This is an optimization exercise on Yosys and OpenROAD, whose aim is small area and a short achievable clock period, not a production implementation.
RTL that was checked went through simulation tests only; none was proved equivalent to the original.
Power and IR drop assume default switching activity.

==> run K <==
==> flow/design.v (excerpt) <==
module CPU(clk, Reset, imem_addr, imem_data, dmem_addr, dmem_wdata, dmem_we, dmem_re,
           dmem_rdata, wb_we, wb_dest, wb_data);
   input         Reset, clk;
   output [31:0] imem_addr;
   input [31:0]  imem_data;
   output [31:0] dmem_addr, dmem_wdata;
   output        dmem_we, dmem_re;
   input [31:0]  dmem_rdata;
   output        wb_we;
   output [4:0]  wb_dest;
   output [31:0] wb_data;
   integer       i;
   reg [31:0]    pc;
   reg [31:0]    ir;                  
   reg           idv;                 
   reg [31:1]    sa, sb;              
   reg           ba, bb;              
   reg           i_j, i_beq, i_bne;   
   reg [31:0]    e_a, e_b;            
   reg [15:0]    e_imm;
   reg [4:0]     e_sh, e_dest;
   reg           e_we, e_mr, e_mw, e_mult;
   reg           e_src, e_add, e_sub, e_and, e_or, e_slt, e_sll, e_srl, e_mfhi, e_mflo;
   reg [31:0]    m_res, m_sd;         
   reg [4:0]     m_dest;
   reg           m_we, m_mr, m_mw, m_mfhi, m_mflo;
   reg           m_ld;                
   reg [31:0]    w_data;              
   reg [31:0]    w_rfd;               
   reg [4:0]     w_dest;
   reg           w_we;
   reg [31:1]    wen;                 
   reg [31:0]    ma;                  
   reg [7:0]     cneg, cone, ctwo;    
   reg [7:0]     lneg, lone, ltwo;    
   reg [63:0]    hs, hc;              
   reg           p2;                  
   reg           hz;                  
   reg [31:0]    rf [1:31];
   wire [4:0]    rs = ir[25:21];
   wire [4:0]    rt = ir[20:16];
   wire [4:0]    rd = ir[15:11];
   reg [991:0]   rfv;                 
   always @(*)
     for (i = 1; i < 32; i = i + 1)
       rfv[32*i-32 +: 32] = rf[i];
   wire [31:0]   va, vb, pc_next;
   wire          redirect;
   always @(posedge clk) begin
      for (i = 1; i < 32; i = i + 1)
        if (wen[i])
          rf[i] <= w_rfd;
   end
   wire [5:0]    op = ir[31:26];
  ...
==> flow/config.mk <==
export PLATFORM = sky130hd
export DESIGN_NAME = CPU
export DESIGN_NICKNAME = CPU
export VERILOG_FILES = /design/flow/design.v
export SDC_FILE = /design/flow/constraint.sdc
export NUM_CORES = 8
export LEC_CHECK = 0
export CAP_MARGIN = 20
export CORE_MARGIN = 2
export CORE_UTILIZATION = 40
export SLEW_MARGIN = 20
==> flow/constraint.sdc <==
create_clock -name core_clock -period 11.0 [get_ports {clk}]
set_input_delay 2.2000 -clock core_clock [delete_from_list [all_inputs] [get_ports {clk}]]
set_output_delay 2.2000 -clock core_clock [all_outputs]
set_load 0.01 [all_outputs]
standard.sh (not shown) runs the stock make flow with config.mk's settings and CLKGATE_MAP_FILE= SYNTH_SCRIPT=/design/flow/synth_recipe.tcl, a recipe that flattens the netlist after the stock synthesis.
==> flow/flow/run.sh <==
#!/bin/bash
# Standard ORFS layout with stronger timing repair: repair_timing aims for
# extra setup slack and may swap cells across footprints; ports get buf_2
# buffers instead of the default delay-cell buffers; clock tree leaves drive
# sink clusters of up to 20 and no dummy loads are added.
set -uo pipefail
bash standard.sh \
  SETUP_SLACK_MARGIN=7.3 \
  MATCH_CELL_FOOTPRINT=0 \
  SYNTH_HIERARCHICAL=1 \
  "BUFFER_PORTS_ARGS=-buffer_cell sky130_fd_sc_hd__buf_2" \
  CORE_UTILIZATION=45 \
  "CTS_ARGS=-sink_clustering_enable -repair_clock_nets -dont_use_dummy_load -sink_clustering_size 20 -sink_clustering_max_diameter 60" \
  finish > standard.log 2>&1
==> run P (differences from run K) <==
--- a/flow/design.v
+++ b/flow/design.v
@@ -1900,36 +1900,37 @@
    reg           e_we, e_mr, e_mw, e_mult;
    reg           e_src, e_add, e_sub, e_and, e_or, e_slt, e_sll, e_srl, e_mfhi, e_mflo;
    reg [31:0]    m_res, m_sd;         
    reg [4:0]     m_dest;
    reg           m_we, m_mr, m_mw, m_mfhi, m_mflo;
-   reg           m_ld;                
    reg [31:0]    w_data;              
-   reg [31:0]    w_rfd;               
    reg [4:0]     w_dest;
    reg           w_we;
-   reg [31:1]    wen;                 
+   reg           rclr;                
    reg [31:0]    ma;                  
    reg [7:0]     cneg, cone, ctwo;    
    reg [7:0]     lneg, lone, ltwo;    
    reg [63:0]    hs, hc;              
-   reg           p2;                  
+   reg           it2;                 
    reg           hz;                  
    reg [31:0]    rf [1:31];
    wire [4:0]    rs = ir[25:21];
    wire [4:0]    rt = ir[20:16];
    wire [4:0]    rd = ir[15:11];
-   reg [991:0]   rfv;                 
-   always @(*)
-     for (i = 1; i < 32; i = i + 1)
-       rfv[32*i-32 +: 32] = rf[i];
-   wire [31:0]   va, vb, pc_next;
-   wire          redirect;
+   reg [31:0]    va, vb;
+   always @(*) begin
+      va = {32{ba}} & w_data;
+      vb = {32{bb}} & w_data;
+      for (i = 1; i < 32; i = i + 1) begin
+         va = va | ({32{sa[i]}} & rf[i]);
+         vb = vb | ({32{sb[i]}} & rf[i]);
+      end
+   end
    always @(posedge clk) begin
       for (i = 1; i < 32; i = i + 1)
-        if (wen[i])
-          rf[i] <= w_rfd;
+        if (rclr || (w_we && w_dest == i))
+          rf[i] <= rclr ? 32'd0 : w_data;
    end
    wire [5:0]    op = ir[31:26];
    wire [5:0]    fn = ir[5:0];
    wire          d_j    = op == 6'd2;
    wire          d_beq  = op == 6'd4;
@@ -1944,17 +1945,23 @@
    wire          d_imm  = d_addi | d_slti | d_andi | d_ori | d_lui;
    wire          d_r    = ~(d_j | d_beq | d_bne | d_imm | d_lw | d_sw);
    wire          d_op0  = op == 6'd0;
    wire          f_add  = fn == 6'd32 || fn == 6'd33 || (!d_op0 && (fn == 6'd16 || fn == 6'd18));
    wire          f_sub  = fn == 6'd34 || fn == 6'd35;
-   wire          d_subm = (d_r & f_sub) | d_slti | (d_r & fn == 6'd42);
    wire [4:0]    d_dest = d_r ? rd : rt;
    wire          d_we   = idv & (d_r | d_imm | d_lw) & (d_dest != 5'd0);
    wire          d_mult = idv & d_op0 & (fn == 6'd24);
-   idread idr(.rfv(rfv), .sa(sa), .sb(sb), .ba(ba), .bb(bb), .wd(w_rfd),
-              .pc(pc), .ir(ir[25:0]), .idv(idv), .i_beq(i_beq), .i_bne(i_bne), .i_j(i_j),
-              .va(va), .vb(vb), .pc_next(pc_next), .redirect(redirect));
+   wire          eq     = va == vb;
+   wire          jump   = idv & i_j;
+   wire          br_eq  = idv & i_beq;    
+   wire          br_ne  = idv & i_bne;    
+   wire [31:0]   target = pc + {{16{ir[15]}}, ir[15:0]};
+   wire [31:0]   seq    = jump ? {{6{ir[25]}}, ir[25:0]} : pc + 32'd1;
+   wire [31:0]   pc_eq  = br_eq ? target : seq;
+   wire [31:0]   pc_ne  = br_ne ? target : seq;
+   wire [31:0]   pc_next = eq ? pc_eq : pc_ne;
+   wire          redirect = eq ? (br_eq | jump) : (br_ne | jump);
    assign imem_addr = pc;
    wire [5:0]    f_op = imem_data[31:26];
    wire [4:0]    f_rs = imem_data[25:21];
    wire [4:0]    f_rt = imem_data[20:16];
    wire          f_wbe = ~Reset & m_we;      
@@ -1988,12 +1995,12 @@
          bneg[i] = bx[2*i+2] & ~(bx[2*i+1] & bx[2*i]);
       end
    end
    always @(posedge clk) begin
       e_a <= va;
-      e_b <= vb ^ {32{d_subm}};       
-      e_imm <= ir[15:0] ^ {16{d_subm}};
+      e_b <= vb;
+      e_imm <= ir[15:0];
       e_sh <= d_lui ? 5'd16 : ir[10:6];
       e_dest <= d_dest;
       e_src <= ~d_r;
       e_add <= d_lw | d_sw | d_addi | (d_r & f_add);
       e_sub <= d_r & f_sub;
@@ -2014,20 +2021,33 @@
          e_mr <= idv & d_lw;
          e_mw <= idv & d_sw;
          e_mult <= d_mult;
       end
    end
-   wire [31:0]   res;
-   alu32 alu(.a(e_a), .bq(e_b), .imm(e_imm), .src(e_src), .sh(e_sh),
-             .op_add(e_add), .op_sub(e_sub), .op_and(e_and), .op_or(e_or),
-             .op_slt(e_slt), .op_sll(e_sll), .op_srl(e_srl), .res(res));
+   wire [31:0]   b = e_src ? {{16{e_imm[15]}}, e_imm} : e_b;
+   wire          sub = e_sub | e_slt;
+   wire [31:0]   sum = e_a + (b ^ {32{sub}}) + {31'd0, sub};
+   wire          lt = (e_a[31] ^ b[31]) ? e_a[31] : sum[31];
+   reg [31:0]    brev, srev;
+   wire [31:0]   sin = e_srl ? brev : b;
+   wire [31:0]   sout = sin << e_sh;
+   always @(*)
+     for (i = 0; i < 32; i = i + 1) begin
+        brev[i] = b[31-i];
+        srev[i] = sout[31-i];
+     end
+   wire [31:0]   res = ({32{e_add | e_sub}} & sum)
+                     | ({32{e_and}} & (e_a & b))
+                     | ({32{e_or}} & (e_a | b))
+                     | {31'd0, e_slt & lt}
+                     | ({32{e_sll}} & sout)
+                     | ({32{e_srl}} & srev);
    always @(posedge clk) begin
       m_res <= res;
       m_sd <= e_b;
       m_dest <= e_dest;
       m_mfhi <= e_mfhi;
-      m_ld <= e_mr;
       m_mflo <= e_mflo;
       if (Reset) begin
          m_we <= 1'b0;
          m_mr <= 1'b0;
          m_mw <= 1'b0;
@@ -2035,11 +2055,10 @@
          m_we <= e_we;
          m_mr <= e_mr;
          m_mw <= e_mw;
       end
    end
-   wire          it2 = p2 & ~e_mult;
    wire [63:0]   ts, tc;
    mul_tree tree(.a(ma), .neg(cneg), .one(cone), .two(ctwo),
                  .accs(hs[47:0] & {48{it2}}), .accc(hc[47:0] & {48{it2}}),
                  .s(ts), .c(tc));
    always @(posedge clk) begin
@@ -2052,96 +2071,33 @@
       ctwo <= d_mult ? btwo[15:8] : ltwo;
       if (e_mult | it2) begin
          hs <= ts;
          hc <= tc;
       end
-      p2 <= ~Reset & e_mult;
+      it2 <= ~Reset & e_mult & ~d_mult;
       if (Reset)
         hz <= 1'b1;
       else if (e_mult)
         hz <= 1'b0;
    end
+   wire [63:0]   hilo = hs + hc;
    assign dmem_addr = m_res;
    assign dmem_wdata = m_sd;
    assign dmem_we = m_mw;
    assign dmem_re = m_mr;
-   wire [31:0]   wsel;
-   wbsel wbs(.hs(hs), .hc(hc), .hz(hz), .ld(m_ld), .mfhi(m_mfhi), .mflo(m_mflo),
-             .rdata(dmem_rdata), .res(m_res), .wsel(wsel));
    always @(posedge clk) begin
-      for (i = 1; i < 32; i = i + 1)
-        wen[i] <= Reset | (m_we && m_dest == i);
+      rclr <= Reset;
       w_dest <= m_dest;
       w_we <= ~Reset & m_we;
-      w_data <= wsel;
-      w_rfd <= Reset ? 32'd0 : wsel;
+      if (m_mr)
+        w_data <= dmem_rdata;
+      else if (m_mfhi)
+        w_data <= hz ? 32'd0 : hilo[63:32];
+      else if (m_mflo)
+        w_data <= hz ? 32'd0 : hilo[31:0];
+      else
+        w_data <= m_res;
    end
    assign wb_we = w_we;
    assign wb_dest = w_dest;
    assign wb_data = w_data;
 endmodule
-module idread(rfv, sa, sb, ba, bb, wd, pc, ir, idv, i_beq, i_bne, i_j,
-              va, vb, pc_next, redirect);
-   input [991:0] rfv;
-   input [31:1]  sa, sb;
-   input         ba, bb;
-   input [31:0]  wd, pc;
-   input [25:0]  ir;
-   input         idv, i_beq, i_bne, i_j;
-   output reg [31:0] va, vb;
-   output [31:0] pc_next;
-   output        redirect;
-   integer       i;
-   always @(*) begin
-      va = {32{ba}} & wd;
-      vb = {32{bb}} & wd;
-      for (i = 1; i < 32; i = i + 1) begin
-         va = va | ({32{sa[i]}} & rfv[32*i-32 +: 32]);
-         vb = vb | ({32{sb[i]}} & rfv[32*i-32 +: 32]);
-      end
-   end
-   wire          eq     = va == vb;
-   wire          taken  = idv & ((i_beq & eq) | (i_bne & ~eq));
-   wire          jump   = idv & i_j;
-   wire [31:0]   target = pc + {{16{ir[15]}}, ir[15:0]};
-   assign pc_next = taken ? target : jump ? {{6{ir[25]}}, ir[25:0]} : pc + 32'd1;
-   assign redirect = taken | jump;
-endmodule
-module alu32(a, bq, imm, src, sh, op_add, op_sub, op_and, op_or, op_slt, op_sll, op_srl, res);
-   input [31:0]  a, bq;
-   input [15:0]  imm;
-   input         src;
-   input [4:0]   sh;
-   input         op_add, op_sub, op_and, op_or, op_slt, op_sll, op_srl;
-   output [31:0] res;
-   integer       i;
-   wire [31:0]   b = src ? {{16{imm[15]}}, imm} : bq;
-   wire          sub = op_sub | op_slt;
-   wire [32:0]   sum1 = {a, 1'b1} + {b, sub};    
-   wire [31:0]   sum = sum1[32:1];
-   wire          lt = (a[31] ^ ~b[31]) ? a[31] : sum[31];
-   reg [31:0]    brev, srev;
-   wire [31:0]   sin = op_srl ? brev : b;
-   wire [31:0]   sout = sin << sh;
-   always @(*)
-     for (i = 0; i < 32; i = i + 1) begin
-        brev[i] = b[31-i];
-        srev[i] = sout[31-i];
-     end
-   assign res = ({32{op_add | op_sub}} & sum)
-              | ({32{op_and}} & (a & b))
-              | ({32{op_or}} & (a | b))
-              | {31'd0, op_slt & lt}
-              | ({32{op_sll}} & sout)
-              | ({32{op_srl}} & srev);
-endmodule
-module wbsel(hs, hc, hz, ld, mfhi, mflo, rdata, res, wsel);
-   input [63:0]  hs, hc;
-   input         hz, ld, mfhi, mflo;
-   input [31:0]  rdata, res;
-   output [31:0] wsel;
-   wire [63:0]   hilo = hs + hc;
-   assign wsel = ld ? rdata
-               : mfhi ? (hz ? 32'd0 : hilo[63:32])
-               : mflo ? (hz ? 32'd0 : hilo[31:0])
-               : res;
-endmodule
==> flow/flow/run.sh (replaced) <==
#!/bin/bash
# Standard ORFS layout with stronger timing repair: repair_timing aims for
# extra setup slack and may swap cells across footprints; ports get buf_2
# buffers instead of the default delay-cell buffers; clock tree leaves drive
# sink clusters of up to 20 and no dummy loads are added.
set -uo pipefail
bash standard.sh \
  SETUP_SLACK_MARGIN=7.6 \
  MATCH_CELL_FOOTPRINT=0 \
  "BUFFER_PORTS_ARGS=-buffer_cell sky130_fd_sc_hd__buf_2" \
  "CTS_ARGS=-sink_clustering_enable -repair_clock_nets -dont_use_dummy_load -sink_clustering_size 20 -sink_clustering_max_diameter 60" \
  finish > standard.log 2>&1
==> run X (differences from run K) <==
--- a/flow/design.v
+++ b/flow/design.v
@@ -1916,16 +1916,19 @@
    reg           hz;                  
    reg [31:0]    rf [1:31];
    wire [4:0]    rs = ir[25:21];
    wire [4:0]    rt = ir[20:16];
    wire [4:0]    rd = ir[15:11];
-   reg [991:0]   rfv;                 
-   always @(*)
-     for (i = 1; i < 32; i = i + 1)
-       rfv[32*i-32 +: 32] = rf[i];
-   wire [31:0]   va, vb, pc_next;
-   wire          redirect;
+   reg [31:0]    va, vb;
+   always @(*) begin
+      va = {32{ba}} & w_rfd;
+      vb = {32{bb}} & w_rfd;
+      for (i = 1; i < 32; i = i + 1) begin
+         va = va | ({32{sa[i]}} & rf[i]);
+         vb = vb | ({32{sb[i]}} & rf[i]);
+      end
+   end
    always @(posedge clk) begin
       for (i = 1; i < 32; i = i + 1)
         if (wen[i])
           rf[i] <= w_rfd;
    end
@@ -1948,13 +1951,15 @@
    wire          f_sub  = fn == 6'd34 || fn == 6'd35;
    wire          d_subm = (d_r & f_sub) | d_slti | (d_r & fn == 6'd42);
    wire [4:0]    d_dest = d_r ? rd : rt;
    wire          d_we   = idv & (d_r | d_imm | d_lw) & (d_dest != 5'd0);
    wire          d_mult = idv & d_op0 & (fn == 6'd24);
-   idread idr(.rfv(rfv), .sa(sa), .sb(sb), .ba(ba), .bb(bb), .wd(w_rfd),
-              .pc(pc), .ir(ir[25:0]), .idv(idv), .i_beq(i_beq), .i_bne(i_bne), .i_j(i_j),
-              .va(va), .vb(vb), .pc_next(pc_next), .redirect(redirect));
+   wire          eq     = va == vb;
+   wire          taken  = idv & ((i_beq & eq) | (i_bne & ~eq));
+   wire          jump   = idv & i_j;
+   wire [31:0]   target = pc + {{16{ir[15]}}, ir[15:0]};
+   wire [31:0]   pc_next = taken ? target : jump ? {{6{ir[25]}}, ir[25:0]} : pc + 32'd1;
    assign imem_addr = pc;
    wire [5:0]    f_op = imem_data[31:26];
    wire [4:0]    f_rs = imem_data[25:21];
    wire [4:0]    f_rt = imem_data[20:16];
    wire          f_wbe = ~Reset & m_we;      
@@ -1974,11 +1979,11 @@
       if (Reset) begin
          pc <= 32'd0;
          idv <= 1'b0;
       end else begin
          pc <= pc_next;
-         idv <= ~redirect;
+         idv <= ~(taken | jump);
       end
    end
    wire [32:0]   bx = {vb, 1'b0};
    reg [15:0]    bneg, bone, btwo;
    always @(*) begin
@@ -2014,14 +2019,29 @@
          e_mr <= idv & d_lw;
          e_mw <= idv & d_sw;
          e_mult <= d_mult;
       end
    end
-   wire [31:0]   res;
-   alu32 alu(.a(e_a), .bq(e_b), .imm(e_imm), .src(e_src), .sh(e_sh),
-             .op_add(e_add), .op_sub(e_sub), .op_and(e_and), .op_or(e_or),
-             .op_slt(e_slt), .op_sll(e_sll), .op_srl(e_srl), .res(res));
+   wire [31:0]   b = e_src ? {{16{e_imm[15]}}, e_imm} : e_b;
+   wire          sub = e_sub | e_slt;
+   wire [32:0]   sum1 = {e_a, 1'b1} + {b, sub};    
+   wire [31:0]   sum = sum1[32:1];
+   wire          lt = (e_a[31] ^ ~b[31]) ? e_a[31] : sum[31];
+   reg [31:0]    brev, srev;
+   wire [31:0]   sin = e_srl ? brev : b;
+   wire [31:0]   sout = sin << e_sh;
+   always @(*)
+     for (i = 0; i < 32; i = i + 1) begin
+        brev[i] = b[31-i];
+        srev[i] = sout[31-i];
+     end
+   wire [31:0]   res = ({32{e_add | e_sub}} & sum)
+                     | ({32{e_and}} & (e_a & b))
+                     | ({32{e_or}} & (e_a | b))
+                     | {31'd0, e_slt & lt}
+                     | ({32{e_sll}} & sout)
+                     | ({32{e_srl}} & srev);
    always @(posedge clk) begin
       m_res <= res;
       m_sd <= e_b;
       m_dest <= e_dest;
       m_mfhi <= e_mfhi;
@@ -2058,17 +2078,19 @@
       if (Reset)
         hz <= 1'b1;
       else if (e_mult)
         hz <= 1'b0;
    end
+   wire [63:0]   hilo = hs + hc;
    assign dmem_addr = m_res;
    assign dmem_wdata = m_sd;
    assign dmem_we = m_mw;
    assign dmem_re = m_mr;
-   wire [31:0]   wsel;
-   wbsel wbs(.hs(hs), .hc(hc), .hz(hz), .ld(m_ld), .mfhi(m_mfhi), .mflo(m_mflo),
-             .rdata(dmem_rdata), .res(m_res), .wsel(wsel));
+   wire [31:0]   wsel = m_ld ? dmem_rdata
+                      : m_mfhi ? (hz ? 32'd0 : hilo[63:32])
+                      : m_mflo ? (hz ? 32'd0 : hilo[31:0])
+                      : m_res;
    always @(posedge clk) begin
       for (i = 1; i < 32; i = i + 1)
         wen[i] <= Reset | (m_we && m_dest == i);
       w_dest <= m_dest;
       w_we <= ~Reset & m_we;
@@ -2077,71 +2099,5 @@
    end
    assign wb_we = w_we;
    assign wb_dest = w_dest;
    assign wb_data = w_data;
 endmodule
-module idread(rfv, sa, sb, ba, bb, wd, pc, ir, idv, i_beq, i_bne, i_j,
-              va, vb, pc_next, redirect);
-   input [991:0] rfv;
-   input [31:1]  sa, sb;
-   input         ba, bb;
-   input [31:0]  wd, pc;
-   input [25:0]  ir;
-   input         idv, i_beq, i_bne, i_j;
-   output reg [31:0] va, vb;
-   output [31:0] pc_next;
-   output        redirect;
-   integer       i;
-   always @(*) begin
-      va = {32{ba}} & wd;
-      vb = {32{bb}} & wd;
-      for (i = 1; i < 32; i = i + 1) begin
-         va = va | ({32{sa[i]}} & rfv[32*i-32 +: 32]);
-         vb = vb | ({32{sb[i]}} & rfv[32*i-32 +: 32]);
-      end
-   end
-   wire          eq     = va == vb;
-   wire          taken  = idv & ((i_beq & eq) | (i_bne & ~eq));
-   wire          jump   = idv & i_j;
-   wire [31:0]   target = pc + {{16{ir[15]}}, ir[15:0]};
-   assign pc_next = taken ? target : jump ? {{6{ir[25]}}, ir[25:0]} : pc + 32'd1;
-   assign redirect = taken | jump;
-endmodule
-module alu32(a, bq, imm, src, sh, op_add, op_sub, op_and, op_or, op_slt, op_sll, op_srl, res);
-   input [31:0]  a, bq;
-   input [15:0]  imm;
-   input         src;
-   input [4:0]   sh;
-   input         op_add, op_sub, op_and, op_or, op_slt, op_sll, op_srl;
-   output [31:0] res;
-   integer       i;
-   wire [31:0]   b = src ? {{16{imm[15]}}, imm} : bq;
-   wire          sub = op_sub | op_slt;
-   wire [32:0]   sum1 = {a, 1'b1} + {b, sub};    
-   wire [31:0]   sum = sum1[32:1];
-   wire          lt = (a[31] ^ ~b[31]) ? a[31] : sum[31];
-   reg [31:0]    brev, srev;
-   wire [31:0]   sin = op_srl ? brev : b;
-   wire [31:0]   sout = sin << sh;
-   always @(*)
-     for (i = 0; i < 32; i = i + 1) begin
-        brev[i] = b[31-i];
-        srev[i] = sout[31-i];
-     end
-   assign res = ({32{op_add | op_sub}} & sum)
-              | ({32{op_and}} & (a & b))
-              | ({32{op_or}} & (a | b))
-              | {31'd0, op_slt & lt}
-              | ({32{op_sll}} & sout)
-              | ({32{op_srl}} & srev);
-endmodule
-module wbsel(hs, hc, hz, ld, mfhi, mflo, rdata, res, wsel);
-   input [63:0]  hs, hc;
-   input         hz, ld, mfhi, mflo;
-   input [31:0]  rdata, res;
-   output [31:0] wsel;
-   wire [63:0]   hilo = hs + hc;
-   assign wsel = ld ? rdata
-               : mfhi ? (hz ? 32'd0 : hilo[63:32])
-               : mflo ? (hz ? 32'd0 : hilo[31:0])
-               : res;
-endmodule
--- a/flow/flow/run.sh
+++ b/flow/flow/run.sh
@@ -5,10 +5,9 @@
 # sink clusters of up to 20 and no dummy loads are added.
 set -uo pipefail
 bash standard.sh \
   SETUP_SLACK_MARGIN=7.3 \
   MATCH_CELL_FOOTPRINT=0 \
-  SYNTH_HIERARCHICAL=1 \
   "BUFFER_PORTS_ARGS=-buffer_cell sky130_fd_sc_hd__buf_2" \
   CORE_UTILIZATION=45 \
   "CTS_ARGS=-sink_clustering_enable -repair_clock_nets -dont_use_dummy_load -sink_clustering_size 20 -sink_clustering_max_diameter 60" \
   finish > standard.log 2>&1
==> metrics.md <==
| Metric | Value |
|---|---|
| Final net count | around 7800 |
| Multi-input gates | about 4500 |
| Sequential cell count | 1613 |
| First-pass GRT wire length | ~510000 um |
| CORE AREA | 181000 um2 |
| Pin count of the biggest net entering global routing | between 100 and 150 |
| Status | finished clean |
| Placement-stage cell area | about 86000 um2 |
| Invs w/o clock | roughly 440 |
| Power per cell area | between 200 and 250 nW/um2 |
| Final instance area | roughly 95000 um2 |
| Crit-path slowest cell | fa_2 |
| Hold path startpoint | e_dest[3]$_DFF_P_ |
| Non-clock buffer share | 0.0602 |
| Power share of the sequential group | 0.414 |
The numbers above come from run X.

==> metrics.md <==
| Metric | Value |
|---|---|
| First-pass GRT wire length | between 500000 and 600000 um |
| Non-clock buffer share | 0.0977 |
| Pin count of the biggest net entering global routing | ~80 |
| Power share of the sequential group | 0.389 |
| Invs w/o clock | 375 |
| Final net count | ~7900 |
| Placement-stage cell area | around 85000 um2 |
| CORE AREA | about 200000 um2 |
| Crit-path slowest cell | dfxtp_4 |
| Final instance area | 98100 um2 |
| Multi-input gates | 4425 |
| Status | finished clean |
The numbers above come from run P.

==> metrics.md <==
| Metric | Value |
|---|---|
| Crit-path slowest cell | or4_4 |
| DR WL met2 | 163000 um |
| Power per cell area | 210 nW/um2 |
| Pin count of the biggest net entering global routing | about 70 |
| First-pass GRT wire length | 528000 um |
| CORE AREA | about 190000 um2 |
| Sequential cell count | between 1500 and 2000 |
| Adder-Cell Fraction of Synth Area | 0.0893 |
| Final instance area | about 97000 um2 |
| Final Skew | about 110 ps |
| Power share of the sequential group | 0.402 |
| Final net count | roughly 7900 |
| Invs w/o clock | around 450 |
| Non-clock buffer share | 0.0540 |
| Placement-stage cell area | ~88000 um2 |
| Status | finished clean |
| Hold path startpoint | e_dest[0]$_DFF_P_ |
The numbers above come from run K.

For run K and run X, only the layout was checked, not whether the RTL still works.

==> separate check: timing with driven ports <==
The flow's constraints put no driver on any port. The routed layouts listed below were extracted and timed again, unchanged, in two steps. Step 1, drivers: a clkbuf_16 drives clk and a buf_2 each remaining input, both assumed. Step 2 times the ports against the registers' clock, not the clock port: input delays grow and output delays shrink by t, the midpoint of the rising clock arrivals with the driver on. Three values: ideal ports, drivers, drivers and shift; two values: the first two.
run | shift t [ns] | setup WS [ns] | worst setup path at the end | latest minus earliest clock arrival (ns) | pins driven straight from the clock port
run K | 0.879 | 6.973 / 6.973 / 6.695 | input to register | 0.119 / 0.119 | 1
run P | 0.905 | 7.193 / 7.133 / 6.922 | input to register | 0.128 / 0.128 | 1
run X | 0.861 | 6.756 / 6.756 / 6.536 | input to register | 0.135 / 0.135 | 1
After both steps setup and hold are still met in every run listed. For run K, which loses most, drivers alone change the setup slack by 0.000 ns; drivers and shift together by -0.278 ns.
